What follows belongs to an exercise in optimizing a design on an open flow for small area and a short achievable clock period; a production flow would make more cautious choices. At most, simulation tests tie the RTL to the original design; equivalence was not proved.

Setup of zinc:
==> flow/design.v <==
module fft_3_8 #(
 parameter DBW = 8,
 parameter CBW = 3) (
 input                  clk,
 input                  rstx,
 input                  clear,
 input      [  DBW-1:0] din,
 output reg [2*DBW-1:0] dout );
reg [7:0] ph;
always @(posedge clk or negedge rstx)
  if (!rstx)      ph <= 8'd1;
  else if (clear) ph <= 8'd1;
  else            ph <= {ph[6:0], ph[7]};
wire [7:0] phn = clear ? 8'd1 : {ph[6:0], ph[7]};    
reg [7:0] din_r, sr1, sr2, sr3, sr4;
wire st1 = ph[5] | ph[6] | ph[7] | ph[0];
reg [7:0] opb;
always @(posedge clk) opb <= (ph[0] | ph[1]) ? sr1 : din;
wire [9:0] sum  = {{2{sr4[7]}}, sr4} + {{2{opb[7]}}, opb} + 10'd1;
wire [9:0] diff = {{2{sr4[7]}}, sr4} - {{2{opb[7]}}, opb} + 10'd1;
wire [7:0] s = sum[8:1];
wire       dsat = (sr4 == 8'h7f) && (opb == 8'h80);
wire [7:0] d = dsat ? 8'h7f : diff[8:1];
always @(posedge clk) begin
  din_r <= din;
  sr1   <= st1 ? s : din_r;
  sr2   <= sr1;
  sr3   <= sr2;
  sr4   <= sr3;
end
reg [7:0] d0, d1, d2, d3;       
reg [7:0] c0, c1, c4, c5;
always @(posedge clk) begin
  if (ph[5]) d0 <= d;
  if (ph[6]) d1 <= d;
  if (ph[7]) d2 <= d;
  if (ph[0]) d3 <= d;
  if (ph[1]) begin c0 <= s; c1 <= d; end
  if (ph[2]) begin c4 <= s; c5 <= d; end
end
reg        tneg;                   
always @(posedge clk) tneg <= phn[5] | phn[6];
wire [9:0] ta3  = {{2{d1[7]}}, d1} ^ {10{tneg}};
wire [9:0] ta7  = ~{{2{d3[7]}}, d3};
wire [1:0] tk   = tneg ? (2'd2 - d1[0] + d3[0]) : (2'd1 + d1[0] + d3[0]);
wire [9:0] t2   = ta3 + ta7 + {8'd0, tk};
reg  [8:0] t;
always @(posedge clk) t <= t2[9:1];
wire [13:0] tx  = {{5{t[8]}}, t};
wire [13:0] q1 = tx << 5, q2 = tx << 3, q3 = tx << 2;
wire [13:0] ps1 = q1 ^ q2 ^ q3;
wire [13:0] pc1 = {(q1[12:0] & q2[12:0]) | (q1[12:0] & q3[12:0]) | (q2[12:0] & q3[12:0]), 1'b0};
wire [13:0] ps2 = ps1 ^ pc1 ^ tx;
wire [13:0] pc2 = {(ps1[12:0] & pc1[12:0]) | (ps1[12:0] & tx[12:0]) | (pc1[12:0] & tx[12:0]), 1'b0};
wire [13:0] p45 = ps2 + pc2;
reg [13:0] wp1, wp2;
reg [7:0]  wa1, wa5;
reg        we;
always @(posedge clk) begin
  if (ph[5]) begin wp1 <= p45; wa1 <= d0; wa5 <= d2; we <= d3[0]; end
  if (ph[6]) wp2 <= p45;
end
reg rA, rB, cx, nre, nim, nai, ken, kep, sat4;
always @(posedge clk or negedge rstx)
  if (!rstx) begin
    rA <= 1'b0; rB <= 1'b1; cx <= 1'b0; nre <= 1'b0; nim <= 1'b0; nai <= 1'b0;
    ken <= 1'b0; kep <= 1'b0;
  end else begin
    rA  <= phn[5] | phn[6];                       
    rB  <= phn[7] | phn[0];                       
    cx  <= phn[1] | phn[2] | phn[3] | phn[4];     
    nre <= phn[6] | phn[2] | phn[3];
    nim <= phn[7] | phn[2] | phn[4];
    nai <= phn[1] | phn[2];
    ken <= phn[3] & we;
    kep <= phn[4] & we;
  end
reg x4s;
always @(posedge clk) if (ph[3]) x4s <= (c0 == 8'h7f) && (c4 == 8'h80);
always @(posedge clk) sat4 <= x4s & phn[7];
wire [15:0] are = ({16{rA}} & {{2{c0[7]}}, c0, 6'd0})
                | ({16{rB}} & {{2{c1[7]}}, c1, 6'd0})
                | ({16{cx}} & {{3{wa1[7]}}, wa1, 5'd0});
wire [15:0] pre = (({16{rA}} & {{2{c4[7]}}, c4, 6'd0})
                |  ({16{cx}} & {{2{wp1[13]}}, wp1})) ^ {16{nre}};
wire [7:0] kre = (ken ? 8'd110 : kep ? 8'd19 : {7'd32, nre})
               + {2'd0, cx & wa1[0], 5'd0};
wire [15:0] aim = {16{cx}} & ({{3{wa5[7]}}, wa5, 5'd0} ^ {16{nai}});
wire [15:0] pim = (({16{rB}} & {{2{c5[7]}}, c5, 6'd0})
                |  ({16{cx}} & {{2{wp2[13]}}, wp2})) ^ {16{nim}};
wire [7:0] kim = (rA ? 8'd0 : ken ? 8'd19 : kep ? 8'd110
                 : 8'd64 + {6'd0, nai & nim, nai ^ nim})
               + {2'd0, cx & wa5[0], 5'd0};
wire [14:0] sre = are[14:0] ^ pre[14:0] ^ {7'd0, kre};
wire [14:0] cre = {(are[13:0] & pre[13:0]) | ((are[13:0] | pre[13:0]) & {6'd0, kre}), 1'b0};
wire [14:0] sim = aim[14:0] ^ pim[14:0] ^ {7'd0, kim};
wire [14:0] cim = {(aim[13:0] & pim[13:0]) | ((aim[13:0] | pim[13:0]) & {6'd0, kim}), 1'b0};
wire [7:0] lre = {1'b0, sre[6:0]} + {1'b0, cre[6:0]};
wire [7:0] lim = {1'b0, sim[6:0]} + {1'b0, cim[6:0]};
reg [7:0] hre_s, hre_c, him_s, him_c;
reg       hre_k, him_k;
always @(posedge clk) begin
  hre_s <= sre[14:7]; hre_c <= cre[14:7]; hre_k <= lre[7];
  him_s <= sim[14:7]; him_c <= cim[14:7]; him_k <= lim[7];
end
wire [7:0] xre = sat4 ? 8'h7f : hre_s + hre_c + {7'd0, hre_k};
wire [7:0] xim = him_s + him_c + {7'd0, him_k};
always @(posedge clk) dout <= {xim, xre};
endmodule
Settings: LEC_CHECK=0, CAP_MARGIN=20, CORE_MARGIN=2, CORE_UTILIZATION=40, CTS_CLUSTER_DIAMETER=100, CTS_CLUSTER_SIZE=30, SETUP_SLACK_MARGIN=5, SLEW_MARGIN=20; clock period 9.5 ns.
standard.sh (not shown) runs the stock make flow with config.mk's settings and CLKGATE_MAP_FILE= SYNTH_SCRIPT=/design/flow/synth_recipe.tcl, a recipe that flattens the netlist after the stock synthesis.
==> flow/flow/run.sh <==
#!/bin/bash
set -euo pipefail
MARGIN=${MARGIN:-6.5}
sed "s/SETUP_SLACK_MARGIN=[0-9.]*/SETUP_SLACK_MARGIN=$MARGIN/" standard.sh > margin_flow.sh
bash margin_flow.sh > margin_flow.log 2>&1
Both conditions hold for zinc: the flow ran to the end and the final layout passed the timing, design-rule and antenna checks.
The inputs of juniper differ from those of zinc as listed below.
diff --git a/flow/design.v b/flow/design.v
--- a/flow/design.v
+++ b/flow/design.v
@@ -5,14 +5,16 @@
  input                  rstx,
  input                  clear,
  input      [  DBW-1:0] din,
  output reg [2*DBW-1:0] dout );
-reg [7:0] ph;
+reg [2:0] cnt;
 always @(posedge clk or negedge rstx)
-  if (!rstx)      ph <= 8'd1;
-  else if (clear) ph <= 8'd1;
-  else            ph <= {ph[6:0], ph[7]};
-wire [7:0] phn = clear ? 8'd1 : {ph[6:0], ph[7]};    
+  if (!rstx)      cnt <= 3'd0;
+  else if (clear) cnt <= 3'd0;
+  else            cnt <= cnt + 3'd1;
+wire [2:0] cntn = clear ? 3'd0 : cnt + 3'd1;
+wire [7:0] ph  = 8'd1 << cnt;
+wire [7:0] phn = 8'd1 << cntn;                       
 reg [7:0] din_r, sr1, sr2, sr3, sr4;
 wire st1 = ph[5] | ph[6] | ph[7] | ph[0];
 reg [7:0] opb;
 always @(posedge clk) opb <= (ph[0] | ph[1]) ? sr1 : din;
@@ -94,16 +96,19 @@
 wire [14:0] sre = are[14:0] ^ pre[14:0] ^ {7'd0, kre};
 wire [14:0] cre = {(are[13:0] & pre[13:0]) | ((are[13:0] | pre[13:0]) & {6'd0, kre}), 1'b0};
 wire [14:0] sim = aim[14:0] ^ pim[14:0] ^ {7'd0, kim};
 wire [14:0] cim = {(aim[13:0] & pim[13:0]) | ((aim[13:0] | pim[13:0]) & {6'd0, kim}), 1'b0};
-wire [7:0] lre = {1'b0, sre[6:0]} + {1'b0, cre[6:0]};
-wire [7:0] lim = {1'b0, sim[6:0]} + {1'b0, cim[6:0]};
-reg [7:0] hre_s, hre_c, him_s, him_c;
+wire [13:0] lre = {1'b0, sre[12:0]} + {1'b0, cre[12:0]};
+wire [13:0] lim = {1'b0, sim[12:0]} + {1'b0, cim[12:0]};
+reg [5:0] hre_l, him_l;
+reg [1:0] hre_s, hre_c, him_s, him_c;
 reg       hre_k, him_k;
 always @(posedge clk) begin
-  hre_s <= sre[14:7]; hre_c <= cre[14:7]; hre_k <= lre[7];
-  him_s <= sim[14:7]; him_c <= cim[14:7]; him_k <= lim[7];
+  hre_l <= lre[12:7]; hre_k <= lre[13]; hre_s <= sre[14:13]; hre_c <= cre[14:13];
+  him_l <= lim[12:7]; him_k <= lim[13]; him_s <= sim[14:13]; him_c <= cim[14:13];
 end
-wire [7:0] xre = sat4 ? 8'h7f : hre_s + hre_c + {7'd0, hre_k};
-wire [7:0] xim = him_s + him_c + {7'd0, him_k};
+wire [1:0] tre = hre_s + hre_c + {1'b0, hre_k};
+wire [1:0] tim = him_s + him_c + {1'b0, him_k};
+wire [7:0] xre = sat4 ? 8'h7f : {tre, hre_l};
+wire [7:0] xim = {tim, him_l};
 always @(posedge clk) dout <= {xim, xre};
 endmodule
Findings:
Looking at the reports, zinc completed the entire flow and the layout it produced met the timing, design-rule and antenna checks. juniper finished every stage and its layout cleared the timing, design-rule and antenna checks. Compared with zinc, juniper shows a area growth from synthesis to layout that is 4.3 points higher. Status: met1 capacity usage during global routing parity (juniper, zinc). zinc → juniper: delay of the slowest cell on the worst path grew by 0.13 ns; area fraction in compound gates after synthesis shrank by 0.43 points; global-route wire length before repair shrank by 1.1%; area share of fa/ha/maj cells after synthesis grew by 0.76 points. juniper against zinc: cell row count moved down. The pin count of the biggest net entering global routing in juniper is 0.73 times that in zinc. zinc → juniper: via count lower, post-layout minimum cycle time fell by 0.0066 ns. Compared to zinc, juniper has area used by sequential logic in the layout about 6% lower.
No functional check of the RTL was part of juniper.

==> afterwards: timing with drivers on the ports <==
How much do the figures lean on ideal ports? The routed layouts below were timed once more, with nothing changed but the port constraints.
Step 1 sets driving cells, clkbuf_16 on the clock port and buf_2 on the other inputs (assumed; they add their load-dependent delay and slew).
Step 2 also shifts input and output timing later by t, the mid clock arrival at the registers, as if the neighbouring blocks saw the same clock.
Three values: ideal, step 1, step 2; two values: the first two.
| run | shift t [ns] | setup slack, ns | hold WS [ns] | worst setup path after step 2 | slew at the worst register clock pin (ns) |
|---|---|---|---|---|---|
| zinc | 0.524 | 6.541 / 6.493 / 6.064 | 0.325 / 0.325 / 0.325 | input to register | 0.12 / 0.12 |
| juniper | 0.504 | 6.547 / 6.508 / 6.301 | 0.324 / 0.324 / 0.324 | input to register | 0.11 / 0.11 |
After both steps setup and hold are still met in every run listed. The setup slack of zinc, which loses most, moves by -0.048 ns with the drivers and by -0.477 ns with both steps.
